From an optimization exercise on the open Yosys and OpenROAD flow, aimed at small area; shortcuts taken in it are not production practice.
The RTL was checked by simulation tests, not by an equivalence proof against the original design.
Power is estimated from default activity; no workload was simulated.

==> flow/design.v <==
module vga_sync(
   input iCLK,  
   input iRST,  
   input iPix,   
   input iOver,  
   output [9:0] px,
   output [9:0] py,
   output  [9:0] VGA_R,
   output  [9:0] VGA_G,
   output  [9:0] VGA_B,
   output reg VGA_H_SYNC,
   output reg VGA_V_SYNC,
   output VGA_BLANK
);
assign	VGA_BLANK	=	VGA_H_SYNC & VGA_V_SYNC;
reg [9:0] h_count, v_count;
assign px = h_count;
assign py = v_count;
wire h_end = (h_count == 10'd799);
wire v_step = (h_count == 10'd699);
always @(posedge iCLK) begin
   if (iRST) begin
      h_count <= 10'd0;
      VGA_H_SYNC <= 1'b0;
   end else begin
      h_count <= h_end ? 10'd0 : h_count + 1'b1;
      VGA_H_SYNC <= ~(h_count >= 10'd659 && h_count <= 10'd754);
   end
end
always @(posedge iCLK) begin
   if (iRST) begin
      v_count <= 10'd0;
      VGA_V_SYNC <= 1'b0;
   end else if (v_step) begin
      v_count <= (v_count == 10'd524) ? 10'd0 : v_count + 1'b1;
      VGA_V_SYNC <= ~(v_count == 10'd493 || v_count == 10'd494);
   end
end
wire video_on = (h_count < 10'd640) & (v_count < 10'd480);
wire hi = video_on & (iOver | iPix);
wire lo = video_on & ~iOver & iPix;
assign VGA_R = {10{hi}};
assign VGA_G = {{2{hi}}, {8{lo}}};
assign VGA_B = {{2{hi}}, {8{lo}}};
endmodule
module Spaceship(
input clk,
input [9:0] px,
input [9:0] py,
input clk_60hz,  
input left,
input right,
input reset,
input [3:0] bullets,
output reg pixel,
output [9:0] shipXOut);
function [9:0] add10;
	input [9:0] a, b;
	input cin;
	integer i;
	reg c;
	begin
		c = cin;
		for (i = 0; i < 10; i = i + 1) begin
			add10[i] = a[i] ^ b[i] ^ c;
			c = (a[i] & b[i]) | (c & (a[i] ^ b[i]));
		end
	end
endfunction
reg [9:0] shipX;
assign shipXOut = shipX;
always @(posedge clk) begin
	if (reset)
		shipX <= 10'd320;
	else if (clk_60hz) begin
		if (left && (shipX != 10'd29))
			shipX <= add10(shipX, 10'h3fc, 1'b1);
		else if (right && (shipX != 10'd629))
			shipX <= add10(shipX, 10'd3, 1'b0);
	end
end
wire [9:0] dx = add10(px, ~shipX, 1'b1);
wire [4:0] x = dx[4:0];
wire in_x = (dx[9:5] == 5'd0);
wire in_y = (py[9:4] == 6'd15) && (py[3:0] <= 4'd11);
wire [3:0] y = py[3:0];
always @(*) begin
	case (y)
	4'd0, 4'd11: pixel = (x >= 5'd10) && (x <= 5'd22);
	4'd1, 4'd10: pixel = (x >= 5'd6) && (x <= 5'd26);
	4'd2, 4'd9:  pixel = (x >= 5'd4) && (x <= 5'd28);
	default:     pixel = (x >= 5'd2) && (x <= 5'd30);
	endcase
	if (y >= 4'd4 && y <= 4'd8) begin
		if (x == 5'd11 || x == 5'd12) pixel = ~bullets[0];
		if (x == 5'd14 || x == 5'd15) pixel = ~bullets[1];
		if (x == 5'd17 || x == 5'd18) pixel = ~bullets[2];
		if (x == 5'd20 || x == 5'd21) pixel = ~bullets[3];
	end
	pixel = pixel & in_x & in_y;
end
endmodule
module Bullet(
input clk,
input [9:0] pxb,  
input [9:0] pyb,  
input py_ge6,
input clk_60hz,  
input start_bullet,
input direction,  
input reset,
input [9:0] shipX,
output pixel,
output reg inUse
);
function [9:0] add10;
	input [9:0] a, b;
	input cin;
	integer i;
	reg c;
	begin
		c = cin;
		for (i = 0; i < 10; i = i + 1) begin
			add10[i] = a[i] ^ b[i] ^ c;
			c = (a[i] & b[i]) | (c & (a[i] ^ b[i]));
		end
	end
endfunction
reg [9:0] bx;
reg [8:0] by;
reg bullet_direction;
always @(posedge clk) begin
	if (reset)
		inUse <= 1'b0;
	else if (clk_60hz && ~inUse && start_bullet)
		inUse <= 1'b1;
end
always @(posedge clk) begin
	if (clk_60hz) begin
		if (inUse)
			by <= bnext;
		else begin
			bullet_direction <= direction;
			bx <= shipX;
			by <= 9'd120;
		end
	end
end
wire [9:0] ex = add10(pxb, ~bx, 1'b1);                
wire [9:0] ey = add10(pyb, ~{by, 1'b0}, 1'b1);
wire [9:0] bsum = add10({1'b0, by}, bullet_direction ? 10'h3fc : 10'd3, bullet_direction);
wire [8:0] bnext = bsum[8:0];        
assign pixel = inUse & py_ge6 & (ex <= 10'd2) & (ey <= 10'd10);
endmodule
module Bullet_Man(
input clk,
input rst,
input [9:0] px,
input [9:0] py,
input clk_60hz,  
input [9:0]shipX,
input shootUp,
input shootDown,
input [3:0]reset,
output [3:0] inUse,
output [3:0]pixel
);
wire direction = shootUp;
wire shoot = (shootUp || shootDown);
reg [3:0] fire;
reg prvCycleShoot;
wire [9:0] pxb = px - 10'd15;
wire [9:0] pyb = py + 10'd5;
wire py_ge6 = (py >= 10'd6);
Bullet B0(.clk(clk), .pxb(pxb), .pyb(pyb), .py_ge6(py_ge6), .clk_60hz(clk_60hz),
	.direction(direction), .start_bullet(fire[0]), .reset(reset[0]), .shipX(shipX),
	.pixel(pixel[0]), .inUse(inUse[0]));
Bullet B1(.clk(clk), .pxb(pxb), .pyb(pyb), .py_ge6(py_ge6), .clk_60hz(clk_60hz),
	.direction(direction), .start_bullet(fire[1]), .reset(reset[1]), .shipX(shipX),
	.pixel(pixel[1]), .inUse(inUse[1]));
Bullet B2(.clk(clk), .pxb(pxb), .pyb(pyb), .py_ge6(py_ge6), .clk_60hz(clk_60hz),
	.direction(direction), .start_bullet(fire[2]), .reset(reset[2]), .shipX(shipX),
	.pixel(pixel[2]), .inUse(inUse[2]));
Bullet B3(.clk(clk), .pxb(pxb), .pyb(pyb), .py_ge6(py_ge6), .clk_60hz(clk_60hz),
	.direction(direction), .start_bullet(fire[3]), .reset(reset[3]), .shipX(shipX),
	.pixel(pixel[3]), .inUse(inUse[3]));
always @ (posedge clk) begin
	if (rst) begin
		fire <= 4'b0000;
		prvCycleShoot <= 1'b0;
	end else if (clk_60hz) begin
		fire <= 4'b0000;
		if (~prvCycleShoot) begin
			if (shoot) begin
				prvCycleShoot <= 1'b1;
				if (~inUse[0])
					fire[0] <= 1'b1;
				else if (~inUse[1])
					fire[1] <= 1'b1;
				else if (~inUse[2])
					fire[2] <= 1'b1;
				else if (~inUse[3])
					fire[3] <= 1'b1;
			end
		end else if (~shoot)
			prvCycleShoot <= 1'b0;
	end
end
endmodule
module Rocks(
input clk,
input [9:0] pxr,  
input [9:0] pyr,  
input px_ge10, px_ge12, py_ge10, py_ge12,
input [9:0] initialX,
input [9:0] initialY,
input [2:0] dirX,
input [2:0] dirY,
input start,
input reset,
input clk60hz,
output pixel,
output reg inUse);
function [9:0] add10;
	input [9:0] a, b;
	input cin;
	integer i;
	reg c;
	begin
		c = cin;
		for (i = 0; i < 10; i = i + 1) begin
			add10[i] = a[i] ^ b[i] ^ c;
			c = (a[i] & b[i]) | (c & (a[i] ^ b[i]));
		end
	end
endfunction
reg [9:0] rockX, rockY;
reg [2:0] rockDirX, rockDirY;
always @(posedge clk) begin
	if (reset)
		inUse <= 1'b0;
	else if (clk60hz && start)
		inUse <= 1'b1;
end
always @(posedge clk) begin
	if (clk60hz) begin
		if (inUse) begin
			rockX <= add10(rockX, {{7{rockDirX[2]}}, rockDirX}, 1'b0);
			rockY <= add10(rockY, {{7{rockDirY[2]}}, rockDirY}, 1'b0);
		end else begin
			rockX <= initialX;
			rockY <= initialY;
			rockDirX <= dirX;
			rockDirY <= dirY;
		end
	end
end
wire [9:0] ex = add10(pxr, ~rockX, 1'b1);
wire [9:0] ey = add10(pyr, ~rockY, 1'b1);
wire ex_hi = (ex[9:5] == 5'd0);
wire ey_hi = (ey[9:5] == 5'd0);
wire box1 = px_ge12 & py_ge10 & ex_hi & ey_hi & (ex[4:0] <= 5'd22) & (ey[4:0] >= 5'd2) & (ey[4:0] <= 5'd20);
wire box2 = px_ge10 & py_ge12 & ex_hi & ey_hi & (ey[4:0] <= 5'd22) & (ex[4:0] >= 5'd2) & (ex[4:0] <= 5'd20);
assign pixel = inUse & (box1 | box2);
endmodule
module fib_16bit (clk, rst, en, Q);
	input clk, rst, en;
	output [15:0] Q;
	reg [15:0]SEED;
	always @(posedge clk) begin
		if (rst)
			SEED <= 16'b0011010100101001;
		else if (en)
			SEED<={SEED[14:0],SEED[10]^ (SEED[12]^  (SEED[13]^SEED[15]))};
	end
	assign Q = SEED;
endmodule
module randomDir(in, out);
	input [2:0] in;
	output [2:0] out;
	wire [1:0] mag = {in[1], ~in[1] | in[0]};
	assign out = in[2] ? (3'd0 - {1'b0, mag}) : {1'b0, mag};
endmodule
module Clk2sec( input clk, input rst, input clk60hz, output reg q);
	reg [6:0] counter;
	always @ (posedge clk) begin
		if (rst) begin
			counter <= 7'd0;
			q <= 1'b0;
		end else begin
			q <= clk60hz && (counter == 7'd120);
			if (clk60hz)
				counter <= (counter == 7'd120) ? 7'd0 : counter + 1'b1;
		end
	end
endmodule
module Rocks_Man(
input clk,
input rst,
input [9:0] px,
input [9:0] py,
input clk60hz,  
input [3:0] reset,
output [3:0] pixel
);
	wire [3:0] rocks_in_use;
	wire [15:0] randomA;
	fib_16bit ra(clk, rst, clk60hz, randomA);
	wire [9:0] randomX = randomA[11] ? randomA[9:0] : (randomA[10] ? 10'd0 : 10'd640);
	wire [9:0] randomY = randomA[11] ? (randomA[10] ? 10'd0 : 10'd480) : randomA[9:0];
	wire [2:0] ranDirX;
	wire [2:0] ranDirY;
	randomDir rdx(randomX[2:0], ranDirX);
	randomDir rdy(randomY[2:0], ranDirY);
	wire spawn;
	reg [3:0] fire;
	Clk2sec c2s(clk, rst, clk60hz, spawn);
	always @ (posedge clk) begin
		if (rst)
			fire <= 4'd0;
		else if (spawn) begin
			fire <= 4'd0;
			if (rocks_in_use[0] == 1'b0)
				fire[0] <= 1'b1;
			else if (rocks_in_use[1] == 1'b0)
				fire[1] <= 1'b1;
			else if (rocks_in_use[2] == 1'b0)
				fire[2] <= 1'b1;
			else if (rocks_in_use[3] == 1'b0)
				fire[3] <= 1'b1;
		end
	end
	wire [9:0] pxr = px + 10'd11;
	wire [9:0] pyr = py + 10'd11;
	wire px_ge10 = (px >= 10'd10);
	wire px_ge12 = (px >= 10'd12);
	wire py_ge10 = (py >= 10'd10);
	wire py_ge12 = (py >= 10'd12);
	Rocks r0(.clk(clk), .pxr(pxr), .pyr(pyr), .px_ge10(px_ge10), .px_ge12(px_ge12),
		.py_ge10(py_ge10), .py_ge12(py_ge12), .initialX(randomX), .initialY(randomY),
		.dirX(ranDirX), .dirY(ranDirY), .start(fire[0]), .reset(reset[0]),
		.clk60hz(clk60hz), .pixel(pixel[0]), .inUse(rocks_in_use[0]));
	Rocks r1(.clk(clk), .pxr(pxr), .pyr(pyr), .px_ge10(px_ge10), .px_ge12(px_ge12),
		.py_ge10(py_ge10), .py_ge12(py_ge12), .initialX(randomX), .initialY(randomY),
		.dirX(ranDirX), .dirY(ranDirY), .start(fire[1]), .reset(reset[1]),
		.clk60hz(clk60hz), .pixel(pixel[1]), .inUse(rocks_in_use[1]));
	Rocks r2(.clk(clk), .pxr(pxr), .pyr(pyr), .px_ge10(px_ge10), .px_ge12(px_ge12),
		.py_ge10(py_ge10), .py_ge12(py_ge12), .initialX(randomX), .initialY(randomY),
		.dirX(ranDirX), .dirY(ranDirY), .start(fire[2]), .reset(reset[2]),
		.clk60hz(clk60hz), .pixel(pixel[2]), .inUse(rocks_in_use[2]));
	Rocks r3(.clk(clk), .pxr(pxr), .pyr(pyr), .px_ge10(px_ge10), .px_ge12(px_ge12),
		.py_ge10(py_ge10), .py_ge12(py_ge12), .initialX(randomX), .initialY(randomY),
		.dirX(ranDirX), .dirY(ranDirY), .start(fire[3]), .reset(reset[3]),
		.clk60hz(clk60hz), .pixel(pixel[3]), .inUse(rocks_in_use[3]));
endmodule
module collision_detector(
	input clk,
	input rst,
	input [9:0] px,
	input [9:0] py,
	input [8:0] pixels,  
	input reset_game,
	output reg [8:0]reset,  
	output reg game_over,  
	output reg [15:0] score,
	output reg [1:0] lives
	);
	wire space_ship = pixels[0];
	wire bullets = |pixels[4:1];
	wire rocks = |pixels[8:5];
	always @ (posedge clk) begin
		if (rst || reset_game) begin
			game_over <= 1'b0;
			reset <= 9'b111111111;  
			score <= 16'b0;
			lives <= 2'd3;
		end else if (px[0]) begin
			reset <= 9'b0; 
			if ((px > 10'd660) || (py > 10'd500)) begin
				reset <= pixels;
			end else begin
				if (bullets && rocks) begin
					score <= score + 16'b1;
					reset <= pixels;
				end else if (space_ship && rocks) begin
					lives <= lives - 2'b1;
					reset <= pixels;
					if (lives == 2'd0) begin
						game_over <= 1'b1;
						end
				end
			end
		end
	end
endmodule
module Astroids(
  input clk,             
  input rst,             
  input tick,            
  input [3:0] KEY,       
  input reset_game,      
  output VGA_HS,							 
  output VGA_VS,							 
  output VGA_BLANK,						 
  output [9:0] VGA_R,   						 
  output [9:0] VGA_G,	 						 
  output [9:0] VGA_B,   						 
  output [15:0] score,
  output reg [15:0] high_score,
  output [1:0] lives,
  output game_over
);
wire [9:0]	mCoord_X;
wire [9:0]	mCoord_Y;
wire [9:0] shipX;
wire [8:0] BW;
wire [8:0] reset;
wire [15:0] current_score;
wire [3:0] bullets;
reg game_over_d;
assign score = current_score;
always @ (posedge clk) begin
	if (rst) begin
		high_score <= 16'd0;
		game_over_d <= 1'b0;
	end else begin
		game_over_d <= game_over;
		if (game_over && !game_over_d && (high_score < current_score))
			high_score <= current_score;
	end
end
Spaceship c1(
	.clk(clk),
	.px(mCoord_X),
	.py(mCoord_Y),
	.clk_60hz(tick),
	.left(~KEY[3]),
	.right(~KEY[2]),
	.reset(reset[0]),
	.bullets(bullets),
	.pixel(BW[0]),
	.shipXOut(shipX)
);
Bullet_Man Bm1(
	.clk(clk),
	.rst(rst),
	.px(mCoord_X),
	.py(mCoord_Y),
	.clk_60hz(tick),
	.shipX(shipX),
	.shootUp(~KEY[1]),
	.shootDown(~KEY[0]),
	.reset(reset[4:1]),
	.inUse(bullets),
	.pixel(BW[4:1])
);
Rocks_Man Rm1(
	.clk(clk),
	.rst(rst),
	.px(mCoord_X),
	.py(mCoord_Y),
	.clk60hz(tick),
	.reset(reset[8:5]),
	.pixel(BW[8:5])
);
collision_detector cd1(
	.clk(clk),
	.rst(rst),
	.px(mCoord_X),
	.py(mCoord_Y),
	.pixels(BW),
	.reset_game(reset_game),
	.reset(reset),
	.game_over(game_over),
	.score(current_score),
	.lives(lives)
);
vga_sync u1(
   .iCLK(clk),
   .iRST(rst),
   .iPix(|BW),
   .iOver(game_over),
   .px(mCoord_X),
   .py(mCoord_Y),
   .VGA_R(VGA_R),
   .VGA_G(VGA_G),
   .VGA_B(VGA_B),
   .VGA_H_SYNC(VGA_HS),
   .VGA_V_SYNC(VGA_VS),
   .VGA_BLANK(VGA_BLANK)
);
endmodule
==> flow/run.sh <==
#!/bin/bash
# synth_recipe.tcl (not shown) runs the flow's synth.tcl, then flattens the netlist and writes it again
# the make line also repeats each setting of config.mk as NAME=value (left out here)
make -C /OpenROAD-flow-scripts/flow DESIGN_CONFIG=/design/flow/config.mk WORK_HOME=/design/flow/orfs CLKGATE_MAP_FILE= SYNTH_SCRIPT=/design/flow/synth_recipe.tcl finish
==> flow/config.mk <==
export PLATFORM = sky130hd
export DESIGN_NAME = Astroids
export DESIGN_NICKNAME = Astroids
export VERILOG_FILES = /design/flow/design.v
export SDC_FILE = /design/flow/constraint.sdc
export NUM_CORES = 4
export LEC_CHECK = 0
export CAP_MARGIN = 20
export CORE_MARGIN = 2
export CORE_UTILIZATION = 40
export PLACE_DENSITY = 0.6
export SLEW_MARGIN = 20
==> flow/constraint.sdc <==
create_clock -name core_clock -period 12.0 [get_ports {clk}]
set_input_delay 2.4000 -clock core_clock [delete_from_list [all_inputs] [get_ports {clk}]]
set_output_delay 2.4000 -clock core_clock [all_outputs]
set_load 0.01 [all_outputs]
==> impl_metrics.json <==
{
  "finalHoldViolations": 0,
  "ys_ff_latch": 302,
  "hpwl_um": 37450,
  "track_usage_pct": 19.17,
  "reg2reg_slack_ns": 4.37,
  "grt_pass1_vias": 13810,
  "worstHoldStart": "cd1.reset[2]",
  "hold_buffers": 0,
  "critPathRequiredTime_ns": 9.60,
  "antennaDiodeCount": 0,
  "synth.avg_cell_area_um2": 10.85,
  "crit_end": "VGA_B[8]",
  "fin_skew_ns": 0.02328,
  "cts_htree_levels": 2,
  "synth_flop_cell": "edfxtp_1",
  "syn_inst": 1874,
  "die_area_um2": 52670,
  "dr.pass1.iters": 5,
  "gp_congestion": 0.8773,
  "start_util_pct": 40.55,
  "ys.warnings.count": 10,
  "grt.met2_usage_pct": 32.28,
  "vias": 13390,
  "synth_top_area_share_pct": 27.16,
  "outcome": "no timing/DRC/antenna violations",
  "crit_fanout": 17,
  "synth_edf_count": 184,
  "finalSetupViolations": 0,
  "crit_arrival_ns": 8.45,
  "grt_pass1_wl_um": 79280,
  "start_kind": "flop",
  "reg2reg_to": "cd1.score[11]",
  "period_share_pct": 90.45,
  "grt_setup_unrepaired": "false",
  "cts_tree": "yes",
  "clock_path_buffers": 3,
  "ant_nets": 0,
  "io_pins": 76,
  "busiest_layer": "met2",
  "grt_start_max_net_pins": 68,
  "synth_cell_types": 71,
  "stdcell_count": 2594,
  "synth_common_cells": "inv_1 (230), fa_1 (224), edfxtp_1 (184), nand2_1 (171), nor2_1 (131)",
  "dieWidth_um": 229.5,
  "leakage_nw": 8.766,
  "rows": 82,
  "yosysSeqAreaShare_pct": 38.77,
  "syn-cell-area_um2": 20340,
  "die_y_um": 229.5,
  "design.core.area_um2": 50170,
  "wl_per_cell_um": 18.94,
  "grt_use_met3_pct": 2.366,
  "synth-async-reset-ratio_pct": 0,
  "remaining_drc_errors": 0,
  "clk_pin_slew_worst_paths_ns": 0.06,
  "slew-limit-headroom_pct": 30.31,
  "p_per_area_nw_per_um2": 117.3,
  "ir_drop_v": 0.00009154,
  "cts_resized": 0,
  "routed_wl_um": 49120,
  "rr_worst_depth": 22,
  "synth.most_common_cell": "inv_1",
  "synth_area_leaders": "edfxtp_1 (27%), fa_1 (22%), dfxtp_1 (12%)",
  "tns_ns": 0,
  "clock-sinks": 302,
  "fmax_mhz": 92.13,
  "cts_made_buffers": 35,
  "yosysTopAreaCell": "edfxtp_1",
  "drive_gt1_share_pct": 4.631,
  "io_buffers": 75,
  "max_slew.worst_pin.slew_ns": 1.038,
  "maxSlewViolCount": 0,
  "grt_antenna_before_repair": 0,
  "fin_nets": 2197,
  "place_inst": 2531,
  "syn_nets": 2175,
  "crit_type": "reg -> out",
  "cp-end-kind": "output pin",
  "min_path_type": "reg -> reg",
  "grt_overflow": 0,
  "drv_cap": 0,
  "vias_per_cell": 5.161,
  "grt_use_met1_pct": 26.19,
  "drt_iter0_markers": 976,
  "area_growth_pct": 11.62,
  "clk_latency_ns": 0.54,
  "clockRootBuffer": "clkbuf_16",
  "rr_startpoint": "u1.h_count[0]",
  "crit_path_start": "u1.h_count[0]",
  "period_minus_slack_ns": 10.85,
  "cts_setup_buffers": 0
}
[state kept, by name (all words and copies together) (netlist names), 9 cells and up]
signal,count
Rm1.r0.rockX,10
Bm1.B1.bx,10
Rm1.r2.rockX,10
high_score,16
Bm1.B3.bx,10
Bm1.B3.by,9
Rm1.r0.rockY,10
cd1.reset,9
Rm1.ra.SEED,16
Bm1.B0.bx,10
Rm1.r3.rockX,10
Rm1.r1.rockX,10
u1.h_count,10
Bm1.B2.by,9
Rm1.r3.rockY,10
c1.shipX,10
Bm1.B2.bx,10
Bm1.B0.by,9
cd1.score,16
Rm1.r2.rockY,10
Rm1.r1.rockY,10
u1.v_count,10
Bm1.B1.by,9
[power breakdown]
group | total [mW] | leakage (nW) | switching, mW | internal, mW
sequential | 1.20 | 2.73 | 0.0510 | 1.15
combinational | 0.358 | 5.47 | 0.207 | 0.151
clock | 1.10 | 0.564 | 0.441 | 0.662
total | 2.66 | 8.77 | 0.699 | 1.96
[layer usage]
metal	up-vias	wire length, µm	share of wire, %
met5	-	0	0
met4	0	1223	2.5
met3	75	2277	4.6
met2	367	24190	49
met1	6673	21430	44
li1	6272	-	-
[layout by cell type, fill, tap and decap left out, types with 34 or more instances in the layout]
cell type          n
inv_1            230
fa_1             224
edfxtp_1         184
nand2_1          171
nor2_1           129
dfxtp_1          118
o21ai_0          110
xnor2_1           78
clkdlybuf4s50_1   73
ha_1              69
mux2i_1           54
a21oi_1           44
clkbuf_16         37
xor2_1            34
[area by class of cell]
class / count / area, µm²
timing repair buffer: 88 / 844.6
sequential: 302 / 7888
clock inverter: 10 / 131.4
tap: 672 / 840.8
fill: 4660 / 27470
clock buffer: 53 / 1036
inverter: 231 / 867.1
multi-input combinational: 1238 / 11100
[stage by stage]
stage	utilization (%)	hold WS [ns]	power, mW	setup slack (ns)	instance area (µm²)
after global routing	45.26	0.4253	2.782	0.6034	22710
final	45.26	0.4266	2.662	1.146	22710
after floorplan	-	0.3928	1.458	2.668	20340
after detailed placement	42.88	0.4147	1.582	1.292	21510
after global placement	42.88	0.4161	1.568	1.553	21510
after CTS	45.20	0.4247	2.690	0.7228	22680
[cell families (layout without fill, tap and decap cells)]
family / Yosys count / in the layout / share of synthesized area [%]
multiplexers: 55 / 55 / 2.713
AND/OR/NAND/NOR: 528 / 528 / 12.83
XOR/XNOR: 116 / 116 / 5.265
adder cells (fa/ha/maj): 293 / 293 / 26.29
buffers and inverters: 334 / 382 / 6.864
AO/OA/AOI/OAI: 246 / 246 / 7.264
flip-flops: 302 / 302 / 38.77
[worst max-delay path, stage by stage (launching register included)]
cell and delay [ns]:
dfxtp_1 0.80, inv_1 0.44, ha_1 0.84, inv_1 0.18, fa_1 0.45, fa_1 0.39, fa_1 0.38, inv_1 0.09
fa_1 0.16, inv_1 0.05, fa_1 0.38, fa_1 0.39, fa_1 0.36, inv_1 0.08, fa_1 0.39, nand4bb_1 0.18
nor4_1 0.33, o211ai_1 0.15, nor3_1 0.17, or4_1 0.19, nor3_1 0.15, a211oi_2 0.66, clkdlybuf4s50_1 0.68
[how the worst min path moves through the flow]
stage / endpoint / slack [ns] / cells past startpoint
after detailed placement: Bm1.B1.inUse / 0.41 / 1
final: Bm1.B1.inUse / 0.43 / 1
after global placement: Bm1.B3.inUse / 0.42 / 1
after CTS: Bm1.B1.inUse / 0.42 / 1
after global routing: Bm1.B1.inUse / 0.43 / 1
after floorplan: Bm1.B0.inUse / 0.39 / 1

port drivers added, routing unchanged:
No port has a modelled driver above. Below, the same layout with a new extraction and two added sets of constraints. Step 1: set_driving_cell puts a clkbuf_16 on clk and a buf_2 on each other input, an assumption about the parent block. Step 2 also shifts input and output timing later by t, the mid clock arrival at the registers, as if the neighbouring blocks saw the same clock. a / b / c = no drivers / after step 1 / after step 2; a / b = the first two.
t (ns): 0.584
setup WS [ns]: 1.146 / 1.091 / 1.675
worst setup path after step 2: register to output
After both steps this run still meets setup and hold. The setup slack of this run moves by -0.055 ns with the drivers and by +0.529 ns with both steps.
